What follows belongs to an exercise in optimizing a design on an open flow for small area and a short achievable clock period; a production flow would make more cautious choices. RTL that was checked went through simulation tests only; none was proved equivalent to the original. Function not checked in runs 1 and 8: the RTL went through the layout flow alone. The clock port is modelled as an ideal driver; clocking choices that lean on that would not hold on a real chip. Power and IR drop assume default switching activity.

`design/flow/flow/fix_en.tcl`:
```
# Run as ORFS's PRE_CTS_TCL hook, on the placed design before CTS.
# en reaches the output through one gate (out = en & sum), but the gates sit
# deep in en's large fanout tree (the enables of all window registers), and
# timing repair then grows that whole tree to speed up the en -> out path.
# Here the gates' en inputs are taken from the en port buffer directly (or
# from one inverter on it, where the gate wants en inverted), and everything
# else the port buffer drove is put behind one new buffer.
set block [ord::get_db_block]
set en_net [[$block findBTerm en] getNet]
set ibuf ""
foreach it [$en_net getITerms] {
  if {[string match input* [[$it getInst] getName]]} { set ibuf [$it getInst] }
}
if {$ibuf eq ""} { puts "fix_en: no port buffer on en"; return }
set root_net [[$ibuf findITerm X] getNet]
puts "fix_en: port buffer [$ibuf getName], net [$root_net getName]"

proc master_of {inst} { return [[$inst getMaster] getName] }
proc is_buf {inst} { return [regexp {__(buf|bufbuf|clkbuf)_[0-9]+$} [master_of $inst]] }
proc is_inv {inst} { return [regexp {__(inv|clkinv)_[0-9]+$} [master_of $inst]] }
proc in_net {inst} {
  foreach it [$inst getITerms] { if {[$it isInputSignal]} { return [$it getNet] } }
  return ""
}
proc out_net {inst} {
  foreach it [$inst getITerms] { if {[$it isOutputSignal]} { return [$it getNet] } }
  return ""
}
proc driver {net} {
  foreach it [$net getITerms] { if {[$it isOutputSignal]} { return [$it getInst] } }
  return ""
}
# parity of inversions from root_net to net through buffers and inverters, or -1
proc parity {net root_net} {
  set par 0
  for {set k 0} {$k < 12} {incr k} {
    if {$net eq $root_net} { return $par }
    set d [driver $net]
    if {$d eq ""} { return -1 }
    if {[is_inv $d]} { set par [expr {1 - $par}] } elseif {![is_buf $d]} { return -1 }
    set net [in_net $d]
    if {$net eq "" || $net eq "NULL"} { return -1 }
  }
  return -1
}

set loc [$ibuf getLocation]
set inv_net ""
set gates {}
set old_drivers {}
foreach bt [$block getBTerms] {
  if {![string match out* [$bt getName]]} continue
  set obuf [driver [$bt getNet]]
  if {$obuf eq "" || ![is_buf $obuf]} continue
  set gate [driver [in_net $obuf]]
  if {$gate eq "" || [is_buf $gate] || [is_inv $gate]} continue
  foreach it [$gate getITerms] {
    if {![$it isInputSignal]} continue
    set n [$it getNet]
    if {$n eq "NULL" || $n eq $root_net} continue
    set par [parity $n $root_net]
    if {$par < 0} continue
    lappend old_drivers [driver $n]
    $it disconnect
    if {$par == 0} {
      $it connect $root_net
    } else {
      if {$inv_net eq ""} {
        set inv [odb::dbInst_create $block [[ord::get_db] findMaster $::env(FIX_EN_INV)] fix_en_inv]
        set inv_net [odb::dbNet_create $block fix_en_inv_net]
        [$inv findITerm A] connect $root_net
        [$inv findITerm Y] connect $inv_net
        $inv setLocation [lindex $loc 0] [lindex $loc 1]
        $inv setPlacementStatus PLACED
      }
      $it connect $inv_net
    }
    lappend gates [$gate getName]
  }
}
puts "fix_en: [llength $gates] output gate inputs moved: $gates"

# remove buffers and inverters left without loads (repeatedly, up the tree);
# instances are tracked by name, since a removed one must not be touched
set names [lsort -unique [lmap d $old_drivers {$d getName}]]
set again 1
while {$again} {
  set again 0
  foreach name $names {
    set d [$block findInst $name]
    if {$d eq "NULL" || $d eq ""} continue
    if {![is_buf $d] && ![is_inv $d]} continue
    if {$name eq [$ibuf getName]} continue
    set o [out_net $d]
    if {$o ne "" && $o ne "NULL" && [llength [$o getITerms]] == 1 && [llength [$o getBTerms]] == 0} {
      puts "fix_en: removing unloaded $name"
      set up [driver [in_net $d]]
      foreach it [$d getITerms] { $it disconnect }
      odb::dbInst_destroy $d
      odb::dbNet_destroy $o
      if {$up ne ""} { lappend names [$up getName] }
      set again 1
    }
  }
  set names [lsort -unique $names]
}

# everything else on root_net goes behind one new buffer
set others {}
foreach it [$root_net getITerms] {
  if {[$it isOutputSignal]} continue
  set inst [$it getInst]
  if {[lsearch -exact $gates [$inst getName]] >= 0} continue
  if {$inv_net ne "" && [$inst getName] eq "fix_en_inv"} continue
  lappend others $it
}
puts "fix_en: [llength $others] other loads go behind a new buffer"
if {[llength $others] > 0} {
  set b [odb::dbInst_create $block [[ord::get_db] findMaster $::env(FIX_EN_BUF)] fix_en_buf]
  set bnet [odb::dbNet_create $block fix_en_net]
  [$b findITerm A] connect $root_net
  [$b findITerm X] connect $bnet
  foreach it $others { $it disconnect; $it connect $bnet }
  $b setLocation [lindex $loc 0] [lindex $loc 1]
  $b setPlacementStatus PLACED
}
global_connect
detailed_placement
estimate_parasitics -placement
report_checks -path_delay max -fields {fanout cap slew} -digits 3 -group_path_count 2
```
`design/flow/constraint.sdc`:
```
create_clock -name core_clock -period 10.0 [get_ports {clk}]
set_input_delay 2.0000 -clock core_clock [delete_from_list [all_inputs] [get_ports {clk}]]
set_output_delay 2.0000 -clock core_clock [all_outputs]
set_load 0.01 [all_outputs]
```
`design/flow/flow/run.sh`:
```
#!/bin/bash
# The standard layout, with a larger setup margin for timing repair, stronger
# port buffers, and flow/fix_en.tcl run before CTS (see that file).
# make's output goes to flow_make.log; each step's log is under orfs/logs.
set -euo pipefail
bash standard.sh SETUP_SLACK_MARGIN=6 "BUFFER_PORTS_ARGS=-buffer_cell sky130_fd_sc_hd__buf_2" \
  "PRE_CTS_TCL=$PWD/flow/fix_en.tcl" FIX_EN_BUF=sky130_fd_sc_hd__buf_4 FIX_EN_INV=sky130_fd_sc_hd__inv_4 \
  finish > flow_make.log 2>&1
```
`design/flow/design.v`:
```
module Lowpass(input clk, input rst, input en, input [15:0] in, output [15:0] out);
	reg [15:0] ff [31:0];
	reg [15:0] acc;
	reg [4:0]  cnt;
	reg        full;
	wire [15:0] ina = in & {16{en}};
	wire [15:0] old = ff[31] & {16{en & full}};
	assign out = en ? {6'b0, acc[15:6]} : 16'b0;
	integer i;
	always @(posedge clk) begin
		if (en) begin
			ff[0] <= in;
			for (i = 1; i < 32; i = i + 1)
				ff[i] <= ff[i-1];
		end
	end
	always @(posedge clk or posedge rst) begin
		if (rst) begin
			acc  <= 16'b0;
			cnt  <= 5'b0;
			full <= 1'b0;
		end else begin
			acc <= acc + ina + ~old + 16'd1;
			if (en) begin
				cnt <= cnt + 5'd1;
				if (cnt == 5'd31)
					full <= 1'b1;
			end
		end
	end
endmodule
```
`design/flow/config.mk`:
```
export PLATFORM = sky130hd
export DESIGN_NAME = Lowpass
export DESIGN_NICKNAME = Lowpass
export VERILOG_FILES = /design/flow/design.v
export SDC_FILE = /design/flow/constraint.sdc
export NUM_CORES = 4
export LEC_CHECK = 0
export CAP_MARGIN = 20
export CORE_MARGIN = 2
export CORE_UTILIZATION = 60
export CTS_BUF_LIST = sky130_fd_sc_hd__clkbuf_16
export CTS_CLUSTER_DIAMETER = 100
export CTS_CLUSTER_SIZE = 30
export SETUP_SLACK_MARGIN = 5
export SLEW_MARGIN = 20
```
`design/flow/standard.sh`:
```
#!/bin/bash
# synth_recipe.tcl (not shown) runs the flow's synth.tcl, then flattens the netlist and writes it again
# the make line also repeats each setting of config.mk as NAME=value (left out here)
make -C /OpenROAD-flow-scripts/flow DESIGN_CONFIG=/design/flow/config.mk WORK_HOME=/design/flow/orfs CLKGATE_MAP_FILE= SYNTH_SCRIPT=/design/flow/synth_recipe.tcl "${@:-finish}"
```
==> results by group, run 1 <==
Routing
  – DR vias/cell: 5.357
  – Drt wl/cell: 19.68 µm
  – Final WL: 23780 µm
  – Via Count: 6471
  – Final ANT Viol Nets: 0
  – Pre-antenna DRT Iters: 4
  – Post-route DRC violation count: 0
  – Violation count after the first detailed-route iteration: 433

Run status
  – Status: timing/DRC/antenna clean

Global routing
  – GRT Util Overall: 0.1548
  – Initial antenna violation count: 0
  – Total grt overflow: 0
  – Largest net degree at the start of global routing: 91
  – First-pass GRT wire length: 36050 µm
  – Vias in the first global route: 6294

Place
  – Gpl congestion: 0.8562
  – IO Port Bufs: 28
  – Pre-CTS setup slack: 4.101 ns
  – DPL Wire Length: 11790 µm
  – Cells after DPL: 1134

Power
  – Sequential power share: 0.544
  – Pint: 3.697 mW
  – Combinational power share: 0.263
  – PwrDens: 253.6 mW/mm²
  – Sw Pwr: 1.309 mW
  – Switching part of the total: 0.2615
  – Pwr Total: 5.006 mW
  – Maximum vdd drop: 163.0 µV
  – Clock power frac: 0.194
  – Pleak: 6.798 nW

STA
  – Setup TNS: 0 ns
  – Skew final: 0.02227 ns
  – Final setup fails: 0
  – Worst slew pin tran: 1.089 ns
  – Tmin final: 4.531 ns
  – Fin. Hold Viols: 0
  – Worst Slack Setup Final: 5.469 ns
  – Highest Clock Rate: 0.2207 GHz
  – Max-slew headroom: 0.2742
  – Unrepaired setup endpoints after global routing: yes
  – Fin. max-slew vios: 0
  – Final worst path period share: 0.4531
  – Hold_ws: 0.4122 ns

Critical path
  – Worst reg2reg startpoint: full$_DFFE_PP0P_
  – Crit path kind: in2out
  – Data required time at the worst endpoint: 8.00 ns
  – CP startpoint: en
  – Startpoint types: input port
  – Crit. End Element: primary output
  – Crit-path max FO: 5
  – Arrival @ worst endpoint: 2.53 ns

Clocking
  – Clk sinks: 534
  – Hold_buf cts: 0
  – Clock Latency Late Sink: 0.54 ns
  – CTS Buf Count: 21
  – Clk pin slew, worst setup/hold paths: 0.11 ns
  – CTS tree: yes

Yosys
  – Async set-or-reset flop fraction in the synthesized netlist: 0.04120
  – Top post-synthesis cells by area: edfxtp_1, dfrtp_1, fa_1, ha_1, and2_1
  – Mapped Cells: 723
  – Main synth FF type: edfxtp_1
  – Seq/Total Area, Yosys: 0.9147
  – Synthesized area: 0.01741 mm²
  – Avg Inst Size Synth: 24.08 µm²
  – Synth warn: 2
  – Commonest cells post-synth: edfxtp_1, nand2_1, and2_1
  – Synthesis-stage register bit count: 534
  – EDFF count, synth: 512
  – Synth cell types: 39
  – Count leader, synth: edfxtp_1
  – Yosys top cell by area: edfxtp_1
  – Share of the synthesized area in the top cell type: 0.8831

Die
  – Core area: 0.02863 mm²
  – DIE AREA: 0.03040 mm²
  – Initial core utilization: 0.6082
  – Chip Width: 174.3 µm
  – FP Rows: 62
  – Die height: 174.3 µm
  – Total I/O pin count: 35

Hold path
  – HP Class: reg2reg
  – Hold Startpoint: ff[7][13]$_DFFE_PP_

Finish
  – Diodes inserted: 0
  – Area Growth Syn to Fin: 13.38%
  – Finished Layout Cells: 1208
  – Final Net Count: 862
  – Layout cells sized above 1: 0.1978

Flow run
  – Max cap viols: 0
[metrics by stage]
stage | instance area, µm² | util
final | 19740 | 0.6896
after global routing | 19740 | 0.6896
after CTS | 19380 | 0.6772
after detailed placement | 18160 | 0.6345
after global placement | 18160 | 0.6345
after floorplan | 17610 | -
[placed cells by master (no fill, tap or decap), types with 4 or more instances in the layout]
cell and n:
nand2_1 22, nor2_1 5, ha_4 13, a21o_1 6, and2_4 15, buf_12 5, conb_1 6, a21oi_2 5
clkbuf_16 22, fa_2 4, buf_4 16, buf_16 6, inv_1 22, xnor2_1 9, edfxtp_1 512, and2_1 11
buf_6 19, dfrtp_1 22, a21oi_1 6, xor2_1 7, bufbuf_16 4, fa_1 11, buf_2 17
[registers in the layout, summed over array words and instances, names as in the netlist]
signal	count
ff	512
acc	16
full	1
cnt	5
[power by group through the flow]
stage,Combinational [mW],Clock (mW),Sequential (mW)
floorplan,0.673,0,2.74
global placement,0.819,0,2.77
detailed placement,0.857,0,2.77
CTS,1.05,1.00,2.73
global route,1.41,1.08,2.74
finish,1.31,0.970,2.72
[worst paths after layout]
| check | end | slack [ns] | cells after the start |
|---|---|---|---|
| worst max-delay path | out[1] | 5.47 | 4 |
| worst min-delay path | ff[8][13]$_DFFE_PP_ | 0.41 | 0 |
| worst max register to register | acc[15]$_DFF_PP0_ | 7.20 | 11 |
| worst min register to register | ff[8][13]$_DFFE_PP_ | 0.41 | 0 |
| max in group asynchronous | cnt[1]$_DFFE_PP0P_ | 7.75 | 2 |
| min in group asynchronous | acc[14]$_DFF_PP0_ | 1.66 | 2 |
[layout make-up, clock buffers not listed]
cell class	count	area, µm²
Buffer	1	27.53
Clock inverter	16	65.06
Fill cell	1742	8885
Inverter	7	26.28
Multi-Input combinational cell	175	1833
Sequential cell	534	15930
Tap cell	384	480.5
Timing Repair Buffer	70	857.1
[layer usage]
metal	track usage	routed length, µm	part of all wire	vias up
met5	0	0	0	-
met4	0.02766	346	0.015	0
met3	0.02318	806	0.034	26
met2	0.2343	11000	0.46	88
met1	0.2490	11620	0.49	3386
li1	-	-	-	2971
[logic make-up (layout without fill, tap and decap cells)]
logic type               after synthesis  in the layout  synth area share
flip-flops                           534            534            0.9147
AND/OR/NAND/NOR                       74             74           0.02163
AO/OA/AOI/OAI                         43             43           0.01797
adder cells (fa/ha/maj)               33             33           0.03018
buffers and inverters                 19            115          0.005462
XOR/XNOR                              17             17          0.008552
multiplexers                           2              2          0.001293
other                                  1              6         0.0002154
[timing repair]
item                       in CTS  in global routing
gates resized for setup        47                 51
cloned                          6                  1
setup endpoints to repair     203                 20
pin swaps                      15                 28
setup buffers                  21                  8
[critical path: stages]
cell	delay, ns
buf_16	0.12
buf_16	0.14
and2_4	0.15
buf_6	0.12
==> run 2: changes to the inputs <==
--- a/design/flow/design.v
+++ b/design/flow/design.v
@@ -5,4 +5,3 @@
 	reg        full;
-	wire [15:0] ina = in & {16{en}};
-	wire [15:0] old = ff[31] & {16{en & full}};
+	wire [15:0] old = full ? ff[31] : 16'b0;
 	assign out = en ? {6'b0, acc[15:6]} : 16'b0;
@@ -21,9 +20,7 @@
 			full <= 1'b0;
-		end else begin
-			acc <= acc + ina + ~old + 16'd1;
-			if (en) begin
-				cnt <= cnt + 5'd1;
-				if (cnt == 5'd31)
-					full <= 1'b1;
-			end
+		end else if (en) begin
+			acc <= acc + in + ~old + 16'd1;
+			cnt <= cnt + 5'd1;
+			if (cnt == 5'd31)
+				full <= 1'b1;
 		end
--- a/design/flow/config.mk
+++ b/design/flow/config.mk
@@ -11,4 +11,4 @@
 export CTS_BUF_LIST = sky130_fd_sc_hd__clkbuf_16
-export CTS_CLUSTER_DIAMETER = 100
-export CTS_CLUSTER_SIZE = 30
+export CTS_CLUSTER_DIAMETER = 120
+export CTS_CLUSTER_SIZE = 36
 export SETUP_SLACK_MARGIN = 5
==> results by group, run 2 <==
Yosys
  – Synth cell types: 52
  – Commonest cells post-synth: edfxtp_1, nand2_1, dfrtp_1
  – Mapped Cells: 737
  – Avg Inst Size Synth: 23.81 µm²
  – Seq/Total Area, Yosys: 0.9074
  – Count leader, synth: edfxtp_1
  – Share of the synthesized area in the top cell type: 0.8760
  – Synth warn: 2
  – Synthesized area: 0.01755 mm²
  – Main synth FF type: edfxtp_1
  – Synthesis-stage register bit count: 534
  – Async set-or-reset flop fraction in the synthesized netlist: 0.04120
  – EDFF count, synth: 512
  – Top post-synthesis cells by area: edfxtp_1, dfrtp_1, fa_1, ha_1, nand2_1
  – Yosys top cell by area: edfxtp_1

Routing
  – Violation count after the first detailed-route iteration: 554
  – Pre-antenna DRT Iters: 5
  – Via Count: 6415
  – Final WL: 22460 µm
  – DR vias/cell: 5.427
  – Post-route DRC violation count: 0
  – Final ANT Viol Nets: 0
  – Drt wl/cell: 19.00 µm

Place
  – Cells after DPL: 1147
  – Gpl congestion: 0.8481
  – IO Port Bufs: 28
  – DPL Wire Length: 11860 µm
  – Placed cell area: 0.01820 mm²
  – Pre-CTS setup slack: 4.091 ns

Power
  – PwrDens: 239.2 mW/mm²
  – Maximum vdd drop: 163.1 µV
  – Sequential power share: 0.603
  – Combinational power share: 0.192
  – Switching part of the total: 0.2531
  – Clock power frac: 0.205
  – Pint: 3.379 mW
  – Sw Pwr: 1.145 mW
  – Pleak: 6.457 nW

Finish
  – Biggest regs: ff (512), acc (16), cnt (5)
  – Commonest cells after routing, fill and taps aside: edfxtp_1, nand2_1, dfrtp_1
  – Area Growth Syn to Fin: 7.785%
  – Post-route cell area: 0.01892 mm²
  – Finished Layout Cells: 1182
  – Diodes inserted: 0
  – Fillers: 1870
  – Layout cells sized above 1: 0.1140
  – Reg with most FFs: ff
  – Final Net Count: 839
  – Most common cell after layout, fill and taps aside: edfxtp_1
  – Number of flip-flops in the largest register: 512

STA
  – Fin. max-slew vios: 0
  – Final worst path period share: 0.4421
  – Tmin final: 4.421 ns
  – Setup TNS: 0 ns
  – Unrepaired setup endpoints after global routing: yes
  – Fin. Hold Viols: 0
  – Worst Slack Setup Final: 5.579 ns
  – Final setup fails: 0
  – Hold_ws: 0.4138 ns
  – Max-slew headroom: 0.3471
  – Skew final: 0.01615 ns
  – Highest Clock Rate: 0.2262 GHz
  – Worst slew pin tran: 0.9783 ns

Global routing
  – GRT Util Overall: 0.1501
  – Vias in the first global route: 6294
  – Initial antenna violation count: 1
  – First-pass GRT wire length: 35430 µm
  – Largest net degree at the start of global routing: 97
  – Total grt overflow: 0

Critical path
  – Cells on worst reg2reg path: 9
  – Data required time at the worst endpoint: 8.00 ns
  – Arrival @ worst endpoint: 2.42 ns
  – Crit. End Element: primary output
  – Worst reg2reg startpoint: full$_DFFE_PP0P_
  – Crit path kind: in2out
  – R2r setup slk: 6.77 ns
  – Startpoint types: input port
  – Reg-to-reg endpoint: acc[12]$_DFFE_PP0P_
  – Crit-path max FO: 6

Clocking
  – Clock Latency Late Sink: 0.54 ns
  – Clk sinks: 534
  – Hold_buf cts: 0
  – CTS tree: yes
  – Clk pin slew, worst setup/hold paths: 0.12 ns
  – CTS Buf Count: 18

Die
  – Total I/O pin count: 35
  – Initial core utilization: 0.6098
  – Die height: 175.0 µm
  – FP Rows: 62
  – Core area: 0.02878 mm²
  – DIE AREA: 0.03064 mm²
  – Chip Width: 175.0 µm

Hold path
  – HP Class: reg2reg
  – Hold Crit Depth: 0
  – Worst Hold Endpoint: ff[14][0]$_DFFE_PP_
  – Hold Startpoint: ff[13][0]$_DFFE_PP_

Run status
  – Status: timing/DRC/antenna clean

Flow run
  – Max cap viols: 0
## run 2: per-layer routing
metal  GRT usage  vias up  share of wire  routed length, µm
li1            -     2939              -                  -
met1      0.2445     3339           0.49              11070
met2      0.2204      112           0.45              10010
met3     0.02328       25          0.047               1053
met4     0.03368        0          0.015                327
met5           0        -              0                  0
## run 2: area by class of cell, clock buffers not listed
cell class                      instances  area [µm²]  area share
Inverter                               10       45.04    0.002381
Sequential cell                       534       15930      0.8419
Clock inverter                         12       50.05    0.002646
Tap cell                              384       480.5     0.02540
Multi-Input combinational cell        186        1578     0.08340
Buffer                                  1       15.01   0.0007937
Timing Repair Buffer                   36       347.8     0.01839
## run 2: logic make-up (layout without fill, tap and decap cells)
group / after synthesis / after routing / synth area share
buffers and inverters: 22 / 78 / 0.007698
xor gates and xnor gates: 15 / 15 / 0.007485
and+or+nand+nor: 69 / 69 / 0.01968
muxes: 15 / 15 / 0.009482
adders and majority gates: 33 / 33 / 0.02994
other: 1 / 6 / 0.0002137
AOI/OAI and AO/OA: 48 / 48 / 0.01811
DFF: 534 / 534 / 0.9074
## run 2: how the worst max path moves through the flow
stage | start | endpoint | slack [ns] | depth (start not counted)
floorplan | en | out[2] | 5.58 | 3
global placement | en | out[2] | 4.19 | 4
detailed placement | en | out[3] | 4.09 | 4
CTS | en | out[9] | 5.58 | 4
global route | en | out[9] | 5.56 | 4
finish | en | out[9] | 5.58 | 4
## run 2: worst max-delay path: stages
cell and delay (ns):
buf_16 0.13, inv_6 0.05, nor2_4 0.11, buf_6 0.12
## run 2: what timing repair did
| item | 4_1_cts | 5_1_grt |
|---|---|---|
| setup endpoints to repair | 228 | 117 |
| gates cloned | 1 | 0 |
| pin swaps | 0 | 1 |
| gates resized for setup | 22 | 10 |
| setup buffers | 1 | 0 |
## run 2: power by group through the flow
stage	clock (mW)	combinational (mW)	sequential, mW
after floorplan	0	0.648	2.74
after detailed placement	0	0.829	2.78
after CTS	0.965	0.858	2.74
after global placement	0	0.803	2.78
final	0.926	0.870	2.73
after global routing	1.04	0.976	2.75
## run 2: metrics by stage
step	util	power [mW]
2_1_floorplan	-	3.384
3_3_place_gp	0.6325	3.582
3_5_place_dp	0.6325	3.611
4_1_cts	0.6562	4.559
5_1_grt	0.6573	4.771
6_report	0.6573	4.524
==> run 3: changes to the inputs <==
==> design/flow/config.mk (replaced) <==
export PLATFORM = sky130hd
export DESIGN_NAME = Lowpass
export DESIGN_NICKNAME = Lowpass
export VERILOG_FILES = /design/flow/design.v
export SDC_FILE = /design/flow/constraint.sdc
export NUM_CORES = 4
export LEC_CHECK = 0
export CAP_MARGIN = 10
export CORE_MARGIN = 2
export CORE_UTILIZATION = 70
export CTS_BUF_LIST = sky130_fd_sc_hd__clkbuf_16
export CTS_CLUSTER_DIAMETER = 100
export CTS_CLUSTER_SIZE = 30
export SETUP_SLACK_MARGIN = 5
export SLEW_MARGIN = 10
==> results by group, run 3 <==
Finish
  – Most common cell after layout, fill and taps aside: edfxtp_1
  – Finished Layout Cells: 1136
  – Final Net Count: 850
  – Biggest regs: ff (512), acc (16), cnt (5)
  – Post-route cell area: 0.01900 mm²
  – Area Growth Syn to Fin: 8.277%
  – Number of flip-flops in the largest register: 512
  – Commonest cells after routing, fill and taps aside: edfxtp_1, nand2_1, dfrtp_1
  – Reg with most FFs: ff
  – Layout cells sized above 1: 0.1232
  – Diodes inserted: 0

Critical path
  – Worst reg2reg startpoint: full$_DFFE_PP0P_
  – Most frequent CP cell: buf_16
  – Crit path kind: in2out
  – Crit. End Element: primary output
  – Slowest cell on crit path: buf_16
  – Startpoint types: input port
  – CP Cell Sequence: buf_16 > buf_16 > and2_4 > buf_6
  – Crit-path max FO: 8
  – WP buf/inv: 3
  – Arrival @ worst endpoint: 2.53 ns
  – CP startpoint: en
  – Data required time at the worst endpoint: 8.00 ns
  – Max incr delay on CP: 0.14 ns
  – Cell family contributing the most delay on the critical path: buffers and inverters

Routing
  – Pre-antenna DRT Iters: 4
  – Drt wl/cell: 21.06 µm
  – Post-route DRC violation count: 0
  – Violation count after the first detailed-route iteration: 580
  – Via Count: 6461
  – DR vias/cell: 5.688
  – Final WL: 23920 µm
  – Final ANT Viol Nets: 0

Clocking
  – Hold_buf cts: 0
  – CTS tree: yes
  – Clock Latency Late Sink: 0.53 ns
  – CTS Buf Count: 21
  – Clk sinks: 534
  – Clk pin slew, worst setup/hold paths: 0.10 ns

Place
  – DPL Wire Length: 12020 µm
  – Cells after DPL: 1086
  – Placed cell area: 0.01813 mm²
  – Pre-CTS setup slack: 4.286 ns
  – Gpl congestion: 0.8516
  – IO Port Bufs: 28

STA
  – Final setup fails: 0
  – Tmin final: 4.531 ns
  – Fin. max-slew vios: 0
  – Unrepaired setup endpoints after global routing: yes
  – Setup TNS: 0 ns
  – Worst Slack Setup Final: 5.469 ns
  – Highest Clock Rate: 0.2207 GHz
  – Skew final: 0.01188 ns
  – Worst slew pin tran: 1.055 ns
  – Final worst path period share: 0.4531
  – Max-slew headroom: 0.2968
  – Fin. Hold Viols: 0

Power
  – Pwr Total: 4.567 mW
  – PwrDens: 240.3 mW/mm²
  – Maximum vdd drop: 233.2 µV
  – Pleak: 6.577 nW

Hold path
  – HP Class: reg2reg
  – Hold Startpoint: ff[16][15]$_DFFE_PP_

Yosys
  – Synthesized area: 0.01755 mm²
  – Synthesis-stage register bit count: 534
  – Main synth FF type: edfxtp_1
  – Yosys top cell by area: edfxtp_1
  – Mapped Cells: 737
  – Count leader, synth: edfxtp_1
  – Async set-or-reset flop fraction in the synthesized netlist: 0.04120
  – Seq/Total Area, Yosys: 0.9074
  – Share of the synthesized area in the top cell type: 0.8760
  – Top post-synthesis cells by area: edfxtp_1, dfrtp_1, fa_1, ha_1, nand2_1
  – Synth warn: 2
  – EDFF count, synth: 512
  – Commonest cells post-synth: edfxtp_1, nand2_1, dfrtp_1
  – Synth cell types: 52
  – Avg Inst Size Synth: 23.81 µm²

Die
  – Chip Width: 162.3 µm
  – Initial core utilization: 0.7175
  – DIE AREA: 0.02635 mm²
  – Total I/O pin count: 35
  – FP Rows: 57
  – Die height: 162.3 µm
  – Core area: 0.02446 mm²

Global routing
  – First-pass GRT wire length: 36670 µm
  – Initial antenna violation count: 0
  – Vias in the first global route: 6391
  – Largest net degree at the start of global routing: 147
  – Total grt overflow: 0
  – GRT Util Overall: 0.1874

Run status
  – Status: timing/DRC/antenna clean

Flow run
  – Max cap viols: 0
run 3: worst register-to-register path, stage by stage (launching register included):
cell and delay (ns):
dfrtp_1 0.81, nand2_1 0.23, fa_1 0.58, fa_2 0.38, a21o_1 0.18, a21oi_2 0.19, o21a_2 0.21, o21ai_2 0.09
and4b_1 0.21, o32a_1 0.34
run 3: metrics by stage:
stage,hold slack (ns),util
6_report,0.4209,0.7768
5_1_grt,0.4304,0.7768
4_1_cts,0.4217,0.7765
3_5_place_dp,0.4045,0.7413
3_3_place_gp,0.4025,0.7413
2_1_floorplan,0.4003,-
run 3: routing by layer:
layer  wire (µm)  global-route usage
met5           0                   0
met4         329             0.03540
met3         851             0.02419
met2       11510              0.2969
met1       11230              0.2957
run 3: cells by family after synthesis:
group,Yosys count,synth area share
mux,15,0.009482
fa+ha+maj,33,0.02994
flops,534,0.9074
compound gates,48,0.01811
xor+xnor,15,0.007485
simple gates,69,0.01968
other cells,1,0.0002137
buf+inv,22,0.007698
run 3: layout make-up, clock buffers not listed:
type	instances	area (µm²)
Sequential cell	534	15930
Fill cell	1205	5459
Multi-Input combinational cell	186	1567
Timing Repair Buffer	44	445.4
Tap cell	324	405.4
Clock inverter	16	65.06
Inverter	10	42.54
Buffer	1	27.53
run 3: where the power goes:
group | switching [mW] | internal (mW)
combinational | 0.469 | 0.393
sequential | 0.0992 | 2.64
clock | 0.577 | 0.390
run 3: path summary, 6_finish.rpt:
check,to,slack (ns),depth (start not counted)
min in group asynchronous,full$_DFFE_PP0P_,1.66,2
min,ff[17][15]$_DFFE_PP_,0.42,0
min reg2reg,ff[17][15]$_DFFE_PP_,0.42,0
max in group asynchronous,acc[15]$_DFFE_PP0P_,7.77,2
max reg2reg,acc[12]$_DFFE_PP0P_,6.67,9
max,out[3],5.47,4
run 3: repair_timing:
item,in CTS,in global routing
gates cloned,3,0
buffers inserted,7,1
gates resized for setup,16,0
pin swaps,0,0
setup endpoints to repair,164,10
==> run 4: changes to the inputs <==
--- a/design/flow/config.mk
+++ b/design/flow/config.mk
@@ -7,5 +7,5 @@
 export LEC_CHECK = 0
-export CAP_MARGIN = 10
+export CAP_MARGIN = 20
 export CORE_MARGIN = 2
-export CORE_UTILIZATION = 70
+export CORE_UTILIZATION = 60
 export CTS_BUF_LIST = sky130_fd_sc_hd__clkbuf_16
@@ -14,2 +14,2 @@
 export SETUP_SLACK_MARGIN = 5
-export SLEW_MARGIN = 10
+export SLEW_MARGIN = 20
==> results by group, run 4 <==
Run status
  – Status: timing/DRC/antenna clean

Yosys
  – Count leader, synth: edfxtp_1
  – Seq/Total Area, Yosys: 0.9074
  – Yosys top cell by area: edfxtp_1
  – Top post-synthesis cells by area: edfxtp_1, dfrtp_1, fa_1, ha_1, nand2_1
  – Synth cell types: 52
  – Synth warn: 2
  – Main synth FF type: edfxtp_1
  – Mapped Cells: 737
  – Commonest cells post-synth: edfxtp_1, nand2_1, dfrtp_1
  – Avg Inst Size Synth: 23.81 µm²
  – Synthesized area: 0.01755 mm²
  – Share of the synthesized area in the top cell type: 0.8760
  – Synthesis-stage register bit count: 534
  – Async set-or-reset flop fraction in the synthesized netlist: 0.04120
  – EDFF count, synth: 512

Global routing
  – Vias in the first global route: 6328
  – Initial antenna violation count: 2
  – Largest net degree at the start of global routing: 97
  – GRT Util Overall: 0.1524
  – Total grt overflow: 0
  – First-pass GRT wire length: 35770 µm

Finish
  – Most common cell after layout, fill and taps aside: edfxtp_1
  – Post-route cell area: 0.01898 mm²
  – Reg with most FFs: ff
  – Final Net Count: 842
  – Post-Route Utilization: 0.6596
  – Commonest cells after routing, fill and taps aside: edfxtp_1, nand2_1, dfrtp_1
  – Number of flip-flops in the largest register: 512
  – Layout cells sized above 1: 0.1157
  – Finished Layout Cells: 1188
  – Diodes inserted: 0
  – Area Growth Syn to Fin: 8.156%
  – Fillers: 1874
  – Biggest regs: ff (512), acc (16), cnt (5)

Critical path
  – Crit path kind: in2out
  – Startpoint types: input port
  – CP Cell Sequence: buf_16 > inv_6 > nor2_4 > buf_6
  – WP buf/inv: 3
  – Data required time at the worst endpoint: 8.00 ns
  – Arrival @ worst endpoint: 2.41 ns
  – Crit. End Element: primary output
  – Max incr delay on CP: 0.13 ns
  – Cell family contributing the most delay on the critical path: buffers and inverters
  – Crit-path max FO: 6
  – Slowest cell on crit path: buf_16

Routing
  – Drt wl/cell: 18.90 µm
  – Final WL: 22460 µm
  – Post-route DRC violation count: 0
  – DR vias/cell: 5.370
  – Violation count after the first detailed-route iteration: 547
  – Final ANT Viol Nets: 0
  – Pre-antenna DRT Iters: 4
  – Via Count: 6380

Die
  – Total I/O pin count: 35
  – FP Rows: 62
  – Initial core utilization: 0.6098
  – Die height: 175.0 µm
  – DIE AREA: 0.03064 mm²
  – Core area: 0.02878 mm²
  – Chip Width: 175.0 µm

Power
  – PwrDens: 240.5 mW/mm²
  – Sw Pwr: 1.150 mW
  – Maximum vdd drop: 154.3 µV
  – Pint: 3.415 mW
  – Combinational power share: 0.190
  – Sequential power share: 0.598
  – Pleak: 6.499 nW
  – Clock power frac: 0.212
  – Switching part of the total: 0.2519

STA
  – Highest Clock Rate: 0.2266 GHz
  – Setup TNS: 0 ns
  – Worst Slack Setup Final: 5.588 ns
  – Fin. max-slew vios: 0
  – Max-slew headroom: 0.3672
  – Unrepaired setup endpoints after global routing: yes
  – Final worst path period share: 0.4412
  – Fin. Hold Viols: 0
  – Worst slew pin tran: 0.9434 ns
  – Skew final: 0.02243 ns
  – Final setup fails: 0
  – Tmin final: 4.412 ns

Flow run
  – Max cap viols: 0

Clocking
  – Clk sinks: 534
  – Clk pin slew, worst setup/hold paths: 0.11 ns
  – Clock Latency Late Sink: 0.54 ns
  – CTS Buf Count: 21
  – CTS tree: yes

Hold path
  – HP Class: reg2reg

Place
  – Gpl congestion: 0.8481
  – IO Port Bufs: 28
  – Pre-CTS setup slack: 4.091 ns
  – Placed cell area: 0.01820 mm²
  – DPL Wire Length: 11860 µm
  – Cells after DPL: 1147
-- run 4: through the flow --
stage	hold slack (ns)	power, mW
after floorplan	0.4003	3.384
after global placement	0.4025	3.582
after detailed placement	0.4045	3.611
after CTS	0.4088	4.608
after global routing	0.4189	4.824
final	0.4072	4.565
-- run 4: cell families after synthesis --
| family | after synthesis | share of synthesized area |
|---|---|---|
| flip-flops | 534 | 0.9074 |
| AND/OR/NAND/NOR | 69 | 0.01968 |
| AO/OA/AOI/OAI | 48 | 0.01811 |
| adder cells (fa/ha/maj) | 33 | 0.02994 |
| buffers and inverters | 22 | 0.007698 |
| XOR/XNOR | 15 | 0.007485 |
| multiplexers | 15 | 0.009482 |
| other | 1 | 0.0002137 |
-- run 4: layout make-up, clock buffers not listed --
cell class,count,area [µm²],share of cell area
flip-flops and latches,534,15930,0.8390
multi-input cells,186,1578,0.08312
clock inverters,16,65.06,0.003428
repair buffers,36,347.8,0.01832
inverters,10,45.04,0.002373
well taps,384,480.5,0.02531
plain buffers,1,15.01,0.0007910
-- run 4: routing by layer --
metal	track usage	vias to the layer above	wire length [µm]
li1	-	2947	-
met1	0.2484	3300	11000
met2	0.2204	96	9964
met3	0.02219	37	996
met4	0.04271	0	497
met5	0	-	0
-- run 4: power by group through the flow --
stage | logic (mW) | clock network, mW | registers (mW)
after floorplan | 0.648 | 0 | 2.74
after global placement | 0.803 | 0 | 2.78
after detailed placement | 0.829 | 0 | 2.78
after CTS | 0.856 | 1.02 | 2.74
after global routing | 0.977 | 1.09 | 2.75
final | 0.868 | 0.969 | 2.73
-- run 4: final timing paths --
path	start	endpoint	slack, ns	depth (start not counted)
max	en	out[9]	5.59	4
min	ff[21][14]$_DFFE_PP_	ff[22][14]$_DFFE_PP_	0.41	0
max reg2reg	full$_DFFE_PP0P_	acc[12]$_DFFE_PP0P_	6.77	9
min reg2reg	ff[21][14]$_DFFE_PP_	ff[22][14]$_DFFE_PP_	0.41	0
max in group asynchronous	rst	acc[12]$_DFFE_PP0P_	8.01	2
min in group asynchronous	rst	cnt[3]$_DFFE_PP0P_	1.53	2
-- run 4: what timing repair did --
| action | 4_1_cts | 5_1_grt |
|---|---|---|
| endpoints found under the setup margin | 225 | 145 |
| cloned | 1 | 0 |
| pin swaps | 0 | 1 |
| resized for setup | 22 | 10 |
| setup buffers | 1 | 0 |
| hold buffers | 0 | 0 |
==> run 5: changes to the inputs <==
--- a/design/flow/flow/run.sh
+++ b/design/flow/flow/run.sh
@@ -5,3 +5,3 @@
 set -euo pipefail
-bash standard.sh SETUP_SLACK_MARGIN=6 "BUFFER_PORTS_ARGS=-buffer_cell sky130_fd_sc_hd__buf_2" \
+bash standard.sh SETUP_SLACK_MARGIN=5.7 "BUFFER_PORTS_ARGS=-buffer_cell sky130_fd_sc_hd__buf_2" \
   "PRE_CTS_TCL=$PWD/flow/fix_en.tcl" FIX_EN_BUF=sky130_fd_sc_hd__buf_4 FIX_EN_INV=sky130_fd_sc_hd__inv_4 \
==> results by group, run 5 <==
Routing
  – Post-route DRC violation count: 0
  – Via Count: 6314
  – Drt wl/cell: 18.42 µm
  – DR vias/cell: 5.297
  – Final WL: 21950 µm
  – Violation count after the first detailed-route iteration: 614
  – Final ANT Viol Nets: 0
  – Pre-antenna DRT Iters: 4

Yosys
  – Yosys top cell by area: edfxtp_1
  – Synthesized area: 0.01755 mm²
  – EDFF count, synth: 512
  – Commonest cells post-synth: edfxtp_1, nand2_1, dfrtp_1
  – Mapped Cells: 737
  – Avg Inst Size Synth: 23.81 µm²
  – Share of the synthesized area in the top cell type: 0.8760
  – Seq/Total Area, Yosys: 0.9074
  – Async set-or-reset flop fraction in the synthesized netlist: 0.04120
  – Main synth FF type: edfxtp_1
  – Count leader, synth: edfxtp_1
  – Top post-synthesis cells by area: edfxtp_1, dfrtp_1, fa_1, ha_1, nand2_1
  – Synthesis-stage register bit count: 534
  – Synth warn: 2
  – Synth cell types: 52

STA
  – Worst slew pin tran: 1.015 ns
  – Final worst path period share: 0.4533
  – Worst Slack Setup Final: 5.467 ns
  – Unrepaired setup endpoints after global routing: yes
  – Fin. max-slew vios: 0
  – Tmin final: 4.533 ns
  – Hold_ws: 0.4240 ns
  – Setup TNS: 0 ns
  – Final setup fails: 0
  – Fin. Hold Viols: 0
  – Highest Clock Rate: 0.2206 GHz
  – Skew final: 0.007363 ns
  – Max-slew headroom: 0.3232

Clocking
  – Clk sinks: 534
  – Hold_buf cts: 0
  – Clk pin slew, worst setup/hold paths: 0.10 ns
  – Clock Latency Late Sink: 0.53 ns
  – CTS tree: yes
  – CTS Buf Count: 21

Place
  – Pre-CTS setup slack: 4.178 ns
  – Cells after DPL: 1145
  – Gpl congestion: 0.8097
  – IO Port Bufs: 28
  – DPL Wire Length: 11280 µm

Power
  – Sw Pwr: 1.124 mW
  – Switching part of the total: 0.2476
  – Clock power frac: 0.213
  – Pint: 3.414 mW
  – Maximum vdd drop: 156.2 µV
  – PwrDens: 238.4 mW/mm²
  – Pwr Total: 4.538 mW
  – Sequential power share: 0.601
  – Pleak: 6.568 nW
  – Combinational power share: 0.186

Critical path
  – Max incr delay on CP: 0.14 ns
  – Worst reg2reg startpoint: full$_DFFE_PP0P_
  – Crit. End Element: primary output
  – Cells on worst reg2reg path: 9
  – WP buf/inv: 3
  – Cell family contributing the most delay on the critical path: buffers and inverters
  – Crit-path max FO: 8
  – CP Cell Sequence: buf_16 > buf_16 > and2_4 > buf_6
  – Startpoint types: input port
  – Data required time at the worst endpoint: 8.00 ns
  – Slowest cell on crit path: buf_16
  – Most frequent CP cell: buf_16
  – R2r setup slk: 6.72 ns
  – Reg-to-reg endpoint: acc[12]$_DFFE_PP0P_
  – Crit path kind: in2out
  – Arrival @ worst endpoint: 2.53 ns

Die
  – DIE AREA: 0.03064 mm²
  – Chip Width: 175.0 µm
  – Core area: 0.02878 mm²
  – Die height: 175.0 µm
  – Initial core utilization: 0.6098
  – Total I/O pin count: 35
  – FP Rows: 62

Global routing
  – GRT Util Overall: 0.1468
  – Initial antenna violation count: 1
  – Vias in the first global route: 6333
  – Total grt overflow: 0
  – Largest net degree at the start of global routing: 169
  – First-pass GRT wire length: 34940 µm

Finish
  – Reg with most FFs: ff
  – Area Growth Syn to Fin: 8.484%
  – Finished Layout Cells: 1192
  – Register area: 0.01593 mm²
  – Fillers: 1830
  – Diodes inserted: 0
  – Most common cell after layout, fill and taps aside: edfxtp_1
  – Biggest regs: ff (512), acc (16), cnt (5)
  – Area of the multi-input gates: 0.001539 mm²
  – Final Net Count: 846
  – Layout cells sized above 1: 0.1126
  – Commonest cells after routing, fill and taps aside: edfxtp_1, nand2_1, inv_1
  – Number of flip-flops in the largest register: 512

Hold path
  – Hold Startpoint: ff[13][5]$_DFFE_PP_
  – Worst Hold Endpoint: ff[14][5]$_DFFE_PP_
  – HP Class: reg2reg
  – Hold Crit Depth: 0

Flow run
  – Max cap viols: 0

Run status
  – Status: timing/DRC/antenna clean
[run 5: cell types whose count changed in the layout (fill, tap and decap cells not counted), sizes merged]
cell	before	now
inv	24	25
buf	37	38
bufbuf	0	3
clkinv	2	1
[run 5: area by class of cell, clock buffers not listed]
| class | count | area share |
|---|---|---|
| well taps | 384 | 0.02523 |
| flip-flops and latches | 534 | 0.8364 |
| clock inverters | 16 | 0.003417 |
| inverters | 10 | 0.002366 |
| plain buffers | 1 | 0.001446 |
| repair buffers | 40 | 0.02267 |
| multi-input cells | 186 | 0.08083 |
[run 5: repair_timing]
item,CTS,global route
pin swaps,1,1
setup buffers,5,0
endpoints found under the hold margin,0,0
gates cloned,3,0
endpoints found under the setup margin,196,10
resized for setup,18,0
[run 5: how the worst max path moves through the flow]
stage	endpoint	slack [ns]	depth (start not counted)	startpoint
final	out[0]	5.47	4	en
after global routing	out[0]	5.46	4	en
after CTS	out[0]	5.47	4	en
after detailed placement	out[3]	4.18	4	en
after global placement	out[1]	4.27	4	en
after floorplan	out[2]	5.58	3	en
[run 5: cell families (layout without fill, tap and decap cells)]
| kind of cell | count (synthesis) | count (layout) | synth area share |
|---|---|---|---|
| AOI/OAI and AO/OA | 48 | 48 | 0.01811 |
| xor gates and xnor gates | 15 | 15 | 0.007485 |
| adders and majority gates | 33 | 33 | 0.02994 |
| buffers and inverters | 22 | 88 | 0.007698 |
| DFF | 534 | 534 | 0.9074 |
| muxes | 15 | 15 | 0.009482 |
| other | 1 | 6 | 0.0002137 |
| and+or+nand+nor | 69 | 69 | 0.01968 |
[run 5: worst reg2reg max path, stage by stage (launching register included)]
cell and delay [ns]:
dfrtp_1 0.81, nand2_1 0.16, fa_1 0.52, fa_1 0.47
a21o_1 0.21, a21oi_2 0.20, o21a_2 0.19, o21ai_2 0.10
and4b_1 0.20, o32a_1 0.32
[run 5: per-layer routing]
metal  vias up  GRT usage  part of all wire
met3        37    0.02306             0.034
li1       2954          -                 -
met1      3257     0.2352              0.50
met2        64     0.2197              0.45
met4         2    0.03194             0.017
met5         -          0           0.00073
[run 5: power groups by stage]
stage	logic (mW)	clock network (mW)	registers [mW]
finish	0.843	0.966	2.73
global route	0.949	1.08	2.75
CTS	0.850	1.01	2.74
detailed placement	0.819	0	2.78
global placement	0.795	0	2.78
floorplan	0.644	0	2.73
[run 5: per-stage QoR]
stage                 util  instance area, µm²
floorplan                -               17620
global placement    0.6314               18170
detailed placement  0.6314               18170
CTS                 0.6614               19040
global route        0.6616               19040
finish              0.6616               19040
==> run 6: changes to the inputs <==
--- a/design/flow/flow/run.sh
+++ b/design/flow/flow/run.sh
@@ -5,3 +5,3 @@
 set -euo pipefail
-bash standard.sh SETUP_SLACK_MARGIN=5.7 "BUFFER_PORTS_ARGS=-buffer_cell sky130_fd_sc_hd__buf_2" \
+bash standard.sh SETUP_SLACK_MARGIN=7 "BUFFER_PORTS_ARGS=-buffer_cell sky130_fd_sc_hd__buf_2" \
   "PRE_CTS_TCL=$PWD/flow/fix_en.tcl" FIX_EN_BUF=sky130_fd_sc_hd__buf_4 FIX_EN_INV=sky130_fd_sc_hd__inv_4 \
==> results by group, run 6 <==
Clocking
  – Clock Latency Late Sink: 0.53 ns
  – Clk pin slew, worst setup/hold paths: 0.10 ns
  – Clk sinks: 534
  – Hold_buf cts: 0
  – CTS tree: yes
  – CTS Buf Count: 21

Critical path
  – Data required time at the worst endpoint: 8.00 ns
  – Slowest cell on crit path: buf_16
  – CP startpoint: en
  – Crit. End Element: primary output
  – Arrival @ worst endpoint: 2.52 ns
  – Max incr delay on CP: 0.14 ns
  – Startpoint types: input port
  – CP Cell Sequence: buf_16 > buf_16 > and2_4 > buf_6
  – Cell family contributing the most delay on the critical path: buffers and inverters
  – WP buf/inv: 3
  – Crit path kind: in2out
  – Crit-path max FO: 7
  – Most frequent CP cell: buf_16
  – Worst reg2reg startpoint: full$_DFFE_PP0P_

Finish
  – Biggest regs: ff (512), acc (16), cnt (5)
  – Final Net Count: 862
  – Layout cells sized above 1: 0.1808
  – Reg with most FFs: ff
  – Commonest cells after routing, fill and taps aside: edfxtp_1, nand2_1, dfrtp_1
  – Area Growth Syn to Fin: 12.15%
  – Number of flip-flops in the largest register: 512
  – Post-route cell area: 0.01968 mm²
  – Diodes inserted: 0
  – Most common cell after layout, fill and taps aside: edfxtp_1

Yosys
  – Synth cell types: 52
  – Mapped Cells: 737
  – Synth warn: 2
  – Top post-synthesis cells by area: edfxtp_1, dfrtp_1, fa_1, ha_1, nand2_1
  – Synthesis-stage register bit count: 534
  – Avg Inst Size Synth: 23.81 µm²
  – Seq/Total Area, Yosys: 0.9074
  – Count leader, synth: edfxtp_1
  – Synthesized area: 0.01755 mm²
  – Commonest cells post-synth: edfxtp_1, nand2_1, dfrtp_1
  – Yosys top cell by area: edfxtp_1
  – Async set-or-reset flop fraction in the synthesized netlist: 0.04120
  – Share of the synthesized area in the top cell type: 0.8760
  – EDFF count, synth: 512
  – Main synth FF type: edfxtp_1

Power
  – Pleak: 6.783 nW
  – Switching part of the total: 0.2556
  – PwrDens: 249.5 mW/mm²
  – Clock power frac: 0.201
  – Pint: 3.655 mW
  – Maximum vdd drop: 157.0 µV
  – Sw Pwr: 1.255 mW
  – Combinational power share: 0.243
  – Sequential power share: 0.556

Run status
  – Status: timing/DRC/antenna clean

Place
  – DPL Wire Length: 11950 µm
  – Placed cell area: 0.01831 mm²
  – IO Port Bufs: 28
  – Gpl congestion: 0.7883

Die
  – Total I/O pin count: 35
  – DIE AREA: 0.03064 mm²
  – Chip Width: 175.0 µm
  – FP Rows: 62
  – Core area: 0.02878 mm²
  – Die height: 175.0 µm
  – Initial core utilization: 0.6098

STA
  – Max-slew headroom: 0.3219
  – Tmin final: 4.515 ns
  – Highest Clock Rate: 0.2215 GHz
  – Skew final: 0.01203 ns
  – Setup TNS: 0 ns
  – Fin. max-slew vios: 0
  – Unrepaired setup endpoints after global routing: yes
  – Final setup fails: 0
  – Final worst path period share: 0.4515
  – Fin. Hold Viols: 0
  – Worst slew pin tran: 1.017 ns
  – Hold_ws: 0.4217 ns

Global routing
  – Total grt overflow: 0
  – GRT Util Overall: 0.1591
  – Largest net degree at the start of global routing: 86
  – Vias in the first global route: 6555
  – Initial antenna violation count: 1
  – First-pass GRT wire length: 37250 µm

Routing
  – Metal2 WL: 10640 µm
  – Violation count after the first detailed-route iteration: 635
  – Post-route DRC violation count: 0
  – Final WL: 23280 µm
  – DR top layer: met4
  – Pre-antenna DRT Iters: 7
  – Final ANT Viol Nets: 0
  – Met1 WL: 11410 µm
  – DR WL met3: 918 µm
  – Drt wl/cell: 19.27 µm
  – Via Count: 6472
  – DR vias/cell: 5.358

Hold path
  – HP Class: reg2reg
  – Hold Startpoint: ff[20][1]$_DFFE_PP_

Flow run
  – Max cap viols: 0
-- run 6: cell counts after synthesis --
Identical to the previous run, type by type.
-- run 6: repair_timing --
item / 4_1_cts / 5_1_grt
endpoints found under the setup margin: 469 / 91
pin swaps: 18 / 2
setup buffers: 14 / 1
resized for setup: 66 / 11
gates cloned: 7 / 0
-- run 6: metrics by stage --
stage	util	instances	power (mW)	worst slack (ns)
6_report	0.6839	1208	4.910	5.485
4_1_cts	0.6820	1207	4.912	5.482
5_1_grt	0.6839	1208	5.172	5.474
3_3_place_gp	0.6361	1147	3.671	4.336
2_1_floorplan	-	742	3.475	5.581
3_5_place_dp	0.6361	1147	3.703	4.230
-- run 6: final timing paths --
| check | endpoint | depth (start not counted) | slack, ns |
|---|---|---|---|
| max | out[4] | 4 | 5.48 |
| min | ff[21][1]$_DFFE_PP_ | 0 | 0.42 |
| max reg2reg | acc[12]$_DFFE_PP0P_ | 9 | 6.83 |
| min reg2reg | ff[21][1]$_DFFE_PP_ | 0 | 0.42 |
| max in group asynchronous | acc[7]$_DFFE_PP0P_ | 2 | 7.98 |
| min in group asynchronous | acc[14]$_DFFE_PP0P_ | 2 | 1.57 |
-- run 6: kinds of logic (layout without fill, tap and decap cells) --
group	after synthesis	after routing	synth area share
xor gates and xnor gates	15	15	0.007485
AOI/OAI and AO/OA	48	48	0.01811
adders and majority gates	33	33	0.02994
other	1	6	0.0002137
buffers and inverters	22	104	0.007698
muxes	15	15	0.009482
and+or+nand+nor	69	69	0.01968
DFF	534	534	0.9074
-- run 6: layer usage --
metal  vias up  global-route usage
li1       2993                   -
met1      3362              0.2586
met2        97              0.2368
met3        20             0.02111
met4         0             0.03472
met5         -                   0
-- run 6: final cells by class, clock buffers not listed --
| cell class | instances | area, µm² |
|---|---|---|
| buffer | 1 | 27.53 |
| clock inverter | 16 | 86.33 |
| fill | 1757 | 9097 |
| inverter | 10 | 50.05 |
| multi-input combinational | 186 | 1846 |
| sequential | 534 | 15930 |
| tap | 384 | 480.5 |
| timing repair buffer | 56 | 742.0 |
-- run 6: power by group through the flow --
| stage | sequential (mW) | combinational, mW | clock (mW) |
|---|---|---|---|
| after floorplan | 2.74 | 0.738 | 0 |
| after global placement | 2.78 | 0.891 | 0 |
| after detailed placement | 2.78 | 0.921 | 0 |
| after CTS | 2.74 | 1.14 | 1.04 |
| after global routing | 2.75 | 1.31 | 1.11 |
| final | 2.73 | 1.19 | 0.987 |
==> run 7: changes to the inputs <==
--- a/design/flow/flow/run.sh
+++ b/design/flow/flow/run.sh
@@ -5,3 +5,3 @@
 set -euo pipefail
-bash standard.sh SETUP_SLACK_MARGIN=7 "BUFFER_PORTS_ARGS=-buffer_cell sky130_fd_sc_hd__buf_2" \
+bash standard.sh SETUP_SLACK_MARGIN=6.5 "BUFFER_PORTS_ARGS=-buffer_cell sky130_fd_sc_hd__buf_2" \
   "PRE_CTS_TCL=$PWD/flow/fix_en.tcl" FIX_EN_BUF=sky130_fd_sc_hd__buf_4 FIX_EN_INV=sky130_fd_sc_hd__inv_4 \
==> results by group, run 7 <==
Routing
  – DR vias/cell: 5.349
  – Drt wl/cell: 19.41 µm
  – Pre-antenna DRT Iters: 4
  – Post-route DRC violation count: 0
  – Final WL: 23430 µm
  – Final ANT Viol Nets: 0
  – Via Count: 6456
  – Violation count after the first detailed-route iteration: 671

STA
  – Fin. Hold Viols: 0
  – Worst Slack Setup Final: 5.482 ns
  – Final worst path period share: 0.4518
  – Fin. max-slew vios: 0
  – Skew final: 0.01437 ns
  – Worst slew pin tran: 0.9502 ns
  – Unrepaired setup endpoints after global routing: yes
  – Highest Clock Rate: 0.2213 GHz
  – Setup TNS: 0 ns
  – Max-slew headroom: 0.3626
  – Final setup fails: 0
  – Tmin final: 4.518 ns

Finish
  – Most common cell after layout, fill and taps aside: edfxtp_1
  – Commonest cells after routing, fill and taps aside: edfxtp_1, nand2_1, dfrtp_1
  – Reg with most FFs: ff
  – Biggest regs: ff (512), acc (16), cnt (5)
  – Layout cells sized above 1: 0.1738
  – Number of flip-flops in the largest register: 512
  – Register area: 0.01593 mm²
  – Diodes inserted: 0
  – Area of the multi-input gates: 0.001831 mm²
  – Fillers: 1802
  – Final Net Count: 861
  – Area Growth Syn to Fin: 11.26%

Yosys
  – Seq/Total Area, Yosys: 0.9074
  – Async set-or-reset flop fraction in the synthesized netlist: 0.04120
  – Top post-synthesis cells by area: edfxtp_1, dfrtp_1, fa_1, ha_1, nand2_1
  – Count leader, synth: edfxtp_1
  – Synthesis-stage register bit count: 534
  – Yosys top cell by area: edfxtp_1
  – EDFF count, synth: 512
  – Synth cell types: 52
  – Synthesized area: 0.01755 mm²
  – Mapped Cells: 737
  – Synth warn: 2
  – Commonest cells post-synth: edfxtp_1, nand2_1, dfrtp_1
  – Avg Inst Size Synth: 23.81 µm²
  – Main synth FF type: edfxtp_1
  – Share of the synthesized area in the top cell type: 0.8760

Run status
  – Status: timing/DRC/antenna clean

Power
  – Sequential power share: 0.556
  – PwrDens: 251.4 mW/mm²
  – Switching part of the total: 0.2599
  – Maximum vdd drop: 161.0 µV
  – Pwr Total: 4.909 mW
  – Pleak: 6.720 nW
  – Sw Pwr: 1.276 mW
  – Pint: 3.633 mW
  – Combinational power share: 0.246
  – Clock power frac: 0.198

Critical path
  – Arrival @ worst endpoint: 2.52 ns
  – Slowest cell on crit path: buf_16
  – Startpoint types: input port
  – Cells on worst reg2reg path: 10
  – Crit path kind: in2out
  – Most frequent CP cell: buf_16
  – Crit. End Element: primary output
  – Crit-path max FO: 5
  – Max incr delay on CP: 0.14 ns
  – CP Cell Sequence: buf_16 > buf_16 > and2_4 > buf_6
  – Data required time at the worst endpoint: 8.00 ns

Global routing
  – GRT Util Overall: 0.1547
  – Largest net degree at the start of global routing: 98
  – Initial antenna violation count: 0
  – Vias in the first global route: 6417
  – Total grt overflow: 0
  – First-pass GRT wire length: 36370 µm

Place
  – DPL Wire Length: 11780 µm
  – Pre-CTS setup slack: 4.073 ns
  – IO Port Bufs: 28
  – Gpl congestion: 0.8432

Clocking
  – Hold_buf cts: 0
  – Clk pin slew, worst setup/hold paths: 0.10 ns
  – Clock Latency Late Sink: 0.53 ns
  – Clk sinks: 534
  – CTS Buf Count: 21
  – CTS tree: yes

Die
  – Core area: 0.02878 mm²
  – FP Rows: 62
  – Die height: 175.0 µm
  – DIE AREA: 0.03064 mm²
  – Chip Width: 175.0 µm
  – Total I/O pin count: 35
  – Initial core utilization: 0.6098

Hold path
  – Hold Crit Depth: 0
  – HP Class: reg2reg

Flow run
  – Max cap viols: 0
-- run 7: worst paths after layout --
check / from / to / slack [ns]
min in group asynchronous: rst / acc[9]$_DFFE_PP0P_ / 1.55
worst max-delay path: en / out[8] / 5.48
max in group asynchronous: rst / acc[5]$_DFFE_PP0P_ / 8.01
worst min register to register: ff[19][0]$_DFFE_PP_ / ff[20][0]$_DFFE_PP_ / 0.41
worst max register to register: full$_DFFE_PP0P_ / acc[10]$_DFFE_PP0P_ / 6.72
worst min-delay path: ff[19][0]$_DFFE_PP_ / ff[20][0]$_DFFE_PP_ / 0.41
-- run 7: power groups by stage --
stage | sequential (mW) | combinational, mW | clock, mW
2_1_floorplan | 2.74 | 0.735 | 0
3_3_place_gp | 2.78 | 0.884 | 0
3_5_place_dp | 2.78 | 0.921 | 0
4_1_cts | 2.74 | 1.08 | 1.01
5_1_grt | 2.75 | 1.31 | 1.09
6_report | 2.73 | 1.21 | 0.972
-- run 7: metrics by stage --
stage / util / cells / hold WS (ns) / cell area, µm²
2_1_floorplan: - / 742 / 0.4003 / 17750
3_3_place_gp: 0.6359 / 1147 / 0.4023 / 18300
3_5_place_dp: 0.6359 / 1147 / 0.4045 / 18300
4_1_cts: 0.6735 / 1203 / 0.4221 / 19380
5_1_grt: 0.6785 / 1207 / 0.4260 / 19530
6_report: 0.6785 / 1207 / 0.4123 / 19530
-- run 7: critical path, delay by kind of cell --
family / cells / cell delay (ns)
buffers and inverters: 3 / 0.36
and+or+nand+nor: 1 / 0.14
-- run 7: area by class of cell, clock buffers not listed --
type,instances,area share
inverter,10,0.002307
buffer,1,0.001410
multi-input combinational,186,0.09375
sequential,534,0.8156
clock inverter,16,0.003332
timing repair buffer,55,0.03210
tap,384,0.02461
-- run 7: what timing repair did --
| item | 4_1_cts | 5_1_grt |
|---|---|---|
| resized for setup | 45 | 28 |
| pin swaps | 13 | 23 |
| setup endpoints to repair | 433 | 29 |
| cloned | 4 | 0 |
| buffers inserted | 13 | 4 |
-- run 7: layer usage --
metal  GRT usage  part of all wire  up-vias
met3     0.02459             0.034       37
met5           0                 0        -
li1            -                 -     2988
met4     0.03889             0.022        0
met2      0.2292              0.45       82
met1      0.2474              0.49     3349
-- run 7: cell families after synthesis --
group | synth area share
flops | 0.9074
simple gates | 0.01968
compound gates | 0.01811
fa+ha+maj | 0.02994
buf+inv | 0.007698
xor+xnor | 0.007485
mux | 0.009482
other cells | 0.0002137
==> run 8: changes to the inputs <==
--- a/design/flow/design.v
+++ b/design/flow/design.v
@@ -6,2 +6,48 @@
 	wire [15:0] old = full ? ff[31] : 16'b0;
+	wire [15:0] nold = ~old;
+	wire [15:0] csa_s = acc ^ in ^ nold;
+	wire [15:0] csa_c = (acc & in) | (acc & nold) | (in & nold);
+	wire [15:0] pa = csa_s;
+	wire [15:0] pb = {csa_c[14:0], 1'b1};
+	wire [15:0] g0 = pa & pb;
+	wire [15:0] p0 = pa ^ pb;
+	wire gg1 = g0[1] | (p0[1] & g0[0]);
+	wire gg2 = g0[3] | (p0[3] & g0[2]);
+	wire pp2 = p0[3] & p0[2];
+	wire gg3 = g0[5] | (p0[5] & g0[4]);
+	wire pp3 = p0[5] & p0[4];
+	wire gg4 = g0[7] | (p0[7] & g0[6]);
+	wire pp4 = p0[7] & p0[6];
+	wire gg5 = g0[9] | (p0[9] & g0[8]);
+	wire pp5 = p0[9] & p0[8];
+	wire gg6 = g0[11] | (p0[11] & g0[10]);
+	wire pp6 = p0[11] & p0[10];
+	wire gg7 = g0[13] | (p0[13] & g0[12]);
+	wire pp7 = p0[13] & p0[12];
+	wire gg8 = g0[15] | (p0[15] & g0[14]);
+	wire pp8 = p0[15] & p0[14];
+	wire gg9 = gg2 | (pp2 & gg1);
+	wire gg10 = gg4 | (pp4 & gg3);
+	wire pp10 = pp4 & pp3;
+	wire gg11 = gg6 | (pp6 & gg5);
+	wire pp11 = pp6 & pp5;
+	wire gg12 = gg8 | (pp8 & gg7);
+	wire pp12 = pp8 & pp7;
+	wire gg13 = gg10 | (pp10 & gg9);
+	wire gg14 = gg12 | (pp12 & gg11);
+	wire pp14 = pp12 & pp11;
+	wire gg15 = gg14 | (pp14 & gg13);
+	wire gg16 = gg11 | (pp11 & gg13);
+	wire gg17 = gg3 | (pp3 & gg9);
+	wire gg18 = gg5 | (pp5 & gg13);
+	wire gg19 = gg7 | (pp7 & gg16);
+	wire gg20 = g0[2] | (p0[2] & gg1);
+	wire gg21 = g0[4] | (p0[4] & gg9);
+	wire gg22 = g0[6] | (p0[6] & gg17);
+	wire gg23 = g0[8] | (p0[8] & gg13);
+	wire gg24 = g0[10] | (p0[10] & gg18);
+	wire gg25 = g0[12] | (p0[12] & gg16);
+	wire gg26 = g0[14] | (p0[14] & gg19);
+	wire [15:0] cy = {gg26, gg19, gg25, gg16, gg24, gg18, gg23, gg13, gg22, gg17, gg21, gg9, gg20, gg1, g0[0], 1'b0};
+	wire [15:0] rsum = p0 ^ cy;
 	assign out = en ? {6'b0, acc[15:6]} : 16'b0;
@@ -21,3 +67,3 @@
 		end else if (en) begin
-			acc <= acc + in + ~old + 16'd1;
+			acc <= rsum;
 			cnt <= cnt + 5'd1;
--- a/design/flow/flow/run.sh
+++ b/design/flow/flow/run.sh
@@ -5,3 +5,3 @@
 set -euo pipefail
-bash standard.sh SETUP_SLACK_MARGIN=6.5 "BUFFER_PORTS_ARGS=-buffer_cell sky130_fd_sc_hd__buf_2" \
+bash standard.sh SETUP_SLACK_MARGIN=6 "BUFFER_PORTS_ARGS=-buffer_cell sky130_fd_sc_hd__buf_2" \
   "PRE_CTS_TCL=$PWD/flow/fix_en.tcl" FIX_EN_BUF=sky130_fd_sc_hd__buf_4 FIX_EN_INV=sky130_fd_sc_hd__inv_4 \
==> results by group, run 8 <==
Clocking
  – Clk sinks: 534
  – CTS Buf Count: 21
  – CTS tree: yes
  – Clock Latency Late Sink: 0.55 ns
  – Clk pin slew, worst setup/hold paths: 0.10 ns

Critical path
  – Most frequent CP cell: buf_16
  – Worst reg2reg startpoint: full$_DFFE_PP0P_
  – Arrival @ worst endpoint: 2.54 ns
  – Slowest cell on crit path: and2_4
  – Crit-path max FO: 7
  – Startpoint types: input port
  – Crit path kind: in2out
  – Cell family contributing the most delay on the critical path: buffers and inverters
  – Cells on worst reg2reg path: 13
  – Max incr delay on CP: 0.15 ns
  – WP buf/inv: 3
  – Crit. End Element: primary output
  – Data required time at the worst endpoint: 8.00 ns
  – CP Cell Sequence: buf_16 > buf_16 > and2_4 > buf_6
  – R2r setup slk: 6.39 ns
  – Reg-to-reg endpoint: acc[15]$_DFFE_PP0P_

Routing
  – DR vias/cell: 5.140
  – Final WL: 21380 µm
  – Drt wl/cell: 17.68 µm
  – Via Count: 6214
  – Pre-antenna DRT Iters: 4
  – Violation count after the first detailed-route iteration: 498
  – Post-route DRC violation count: 0
  – Final ANT Viol Nets: 0

Die
  – DIE AREA: 0.03047 mm²
  – Chip Width: 174.6 µm
  – FP Rows: 62
  – Core area: 0.02870 mm²
  – Die height: 174.6 µm
  – Total I/O pin count: 35
  – Initial core utilization: 0.6082

Run status
  – Status: timing/DRC/antenna clean

Global routing
  – First-pass GRT wire length: 33550 µm
  – GRT Util Overall: 0.1422
  – Total grt overflow: 0
  – Largest net degree at the start of global routing: 91
  – Initial antenna violation count: 0
  – Vias in the first global route: 6093

Finish
  – Area Growth Syn to Fin: 9.963%
  – Post-Route Utilization: 0.6688
  – Number of flip-flops in the largest register: 512
  – Layout cells sized above 1: 0.1430
  – Area of the multi-input gates: 0.001393 mm²
  – Reg with most FFs: ff
  – Register area: 0.01593 mm²
  – Most common cell after layout, fill and taps aside: edfxtp_1
  – Commonest cells after routing, fill and taps aside: edfxtp_1, inv_1, dfrtp_1
  – Finished Layout Cells: 1209
  – Diodes inserted: 0
  – Final Net Count: 866
  – Biggest regs: ff (512), acc (16), cnt (5)
  – Fillers: 1881

STA
  – Setup TNS: 0 ns
  – Hold_ws: 0.4125 ns
  – Final worst path period share: 0.4542
  – Skew final: 0.01411 ns
  – Tmin final: 4.542 ns
  – Fin. max-slew vios: 0
  – Unrepaired setup endpoints after global routing: yes
  – Highest Clock Rate: 0.2202 GHz
  – Final setup fails: 0
  – Fin. Hold Viols: 0
  – Worst slew pin tran: 0.9988 ns
  – Max-slew headroom: 0.3341

Power
  – Maximum vdd drop: 158.8 µV
  – PwrDens: 235.0 mW/mm²
  – Pleak: 6.813 nW
  – Pwr Total: 4.512 mW

Yosys
  – Seq/Total Area, Yosys: 0.9123
  – Simple-Gate Fraction of Synth Area: 0.01462
  – Synthesis-stage register bit count: 534
  – Async set-or-reset flop fraction in the synthesized netlist: 0.04120
  – Yosys top cell by area: edfxtp_1
  – Xor/xnor share of the synthesized area: 0.006809
  – Count leader, synth: edfxtp_1
  – Mux contribution to synthesized area: 0.001290
  – Synth warn: 2
  – Complex-gate fraction of the synthesized area: 0.01118
  – Share of the synthesized area in the top cell type: 0.8807
  – Commonest cells post-synth: edfxtp_1, inv_1, and2_1
  – Mapped Cells: 743
  – Main synth FF type: edfxtp_1
  – Largest family of logic cells by synthesized area: adder cells
  – Synth cell types: 25
  – EDFF count, synth: 512
  – Adder-Cell Fraction of Synth Area: 0.03641
  – Synthesized area: 0.01746 mm²
  – Top post-synthesis cells by area: edfxtp_1, dfrtp_1, fa_1, inv_1, ha_1
  – Avg Inst Size Synth: 23.49 µm²

Place
  – IO Port Bufs: 28
  – Cells after DPL: 1154
  – Gpl congestion: 0.7123
  – DPL Wire Length: 11060 µm

Hold path
  – Worst Hold Endpoint: ff[4][9]$_DFFE_PP_
  – Hold Crit Depth: 0
  – HP Class: reg2reg
  – Hold Startpoint: ff[3][9]$_DFFE_PP_

Flow run
  – Max cap viols: 0
## run 8: per-stage QoR
stage                     area, µm²  worst slack (ns)
after floorplan               17620             5.482
final                         19200             5.458
after global placement        18190             4.367
after global routing          19200             5.449
after detailed placement      18190             4.284
after CTS                     19130             5.452
## run 8: kinds of logic after synthesis
group	after synthesis
fa+ha+maj	37
mux	2
simple gates	50
buf+inv	74
flops	534
other cells	1
compound gates	33
xor+xnor	12
## run 8: area by class of cell, clock buffers not listed
| type | count | share of cell area |
|---|---|---|
| well taps | 384 | 0.02503 |
| clock inverters | 17 | 0.003846 |
| multi-input cells | 140 | 0.07255 |
| inverters | 62 | 0.01330 |
| flip-flops and latches | 534 | 0.8296 |
| plain buffers | 1 | 0.001434 |
| repair buffers | 50 | 0.02685 |
## run 8: repair_timing
action / CTS / global route
hold buffers: 0 / 0
setup buffers: 10 / 3
gates resized for setup: 28 / 19
setup endpoints to repair: 316 / 21
pin swaps: 12 / 12
cloned: 3 / 0
## run 8: power by group
part,leakage [nW],switching (mW),internal [mW]
Clock,0.347,0.590,0.391
Combinational,1.20,0.415,0.406
Sequential,5.27,0.0741,2.64
Total,6.81,1.08,3.43
## run 8: worst max-delay path by stage
stage / from / end / slack [ns] / cells past startpoint
6_report: en / out[9] / 5.46 / 4
5_1_grt: en / out[9] / 5.45 / 4
4_1_cts: en / out[9] / 5.45 / 4
3_5_place_dp: en / out[0] / 4.28 / 4
3_3_place_gp: en / out[2] / 4.37 / 4
2_1_floorplan: in[1] / acc[15]$_DFFE_PP0P_ / 5.48 / 13
## run 8: layer usage
metal	global-route usage	wire length, µm	vias up
met4	0.03264	373	0
li1	-	-	2892
met1	0.2343	10850	3234
met5	0	0	-
met2	0.2050	9393	59
met3	0.02415	754	29

## what the ideal ports hide
In the flow no input, the clock included, has a driving cell. The finished layouts below were timed again as built, in two steps.
Step 1 sets driving cells, clkbuf_16 on the clock port and buf_2 on the other inputs (assumed; they add their load-dependent delay and slew).
Step 2, shift: input delay + t, output delay - t, t = (earliest + latest rising clock arrival at the registers) / 2. This alone moves slack from input paths to output paths.
Three values: no drivers, after step 1, after step 2; two values: the first two.
| run | t (ns) | setup slack, ns |
|---|---|---|
| run 1 | 0.583 | 5.469 / 5.410 / 5.094 |
| run 2 | 0.580 | 5.579 / 5.383 / 5.383 |
| run 3 | 0.569 | 5.469 / 5.408 / 5.408 |
| run 4 | 0.583 | 5.588 / 5.391 / 5.391 |
| run 5 | 0.577 | 5.467 / 5.400 / 5.400 |
| run 6 | 0.578 | 5.485 / 5.425 / 5.425 |
| run 7 | 0.578 | 5.482 / 5.420 / 5.420 |
| run 8 | 0.585 | 5.458 / 5.398 / 5.173 |
After both steps setup and hold are still met in every run listed.
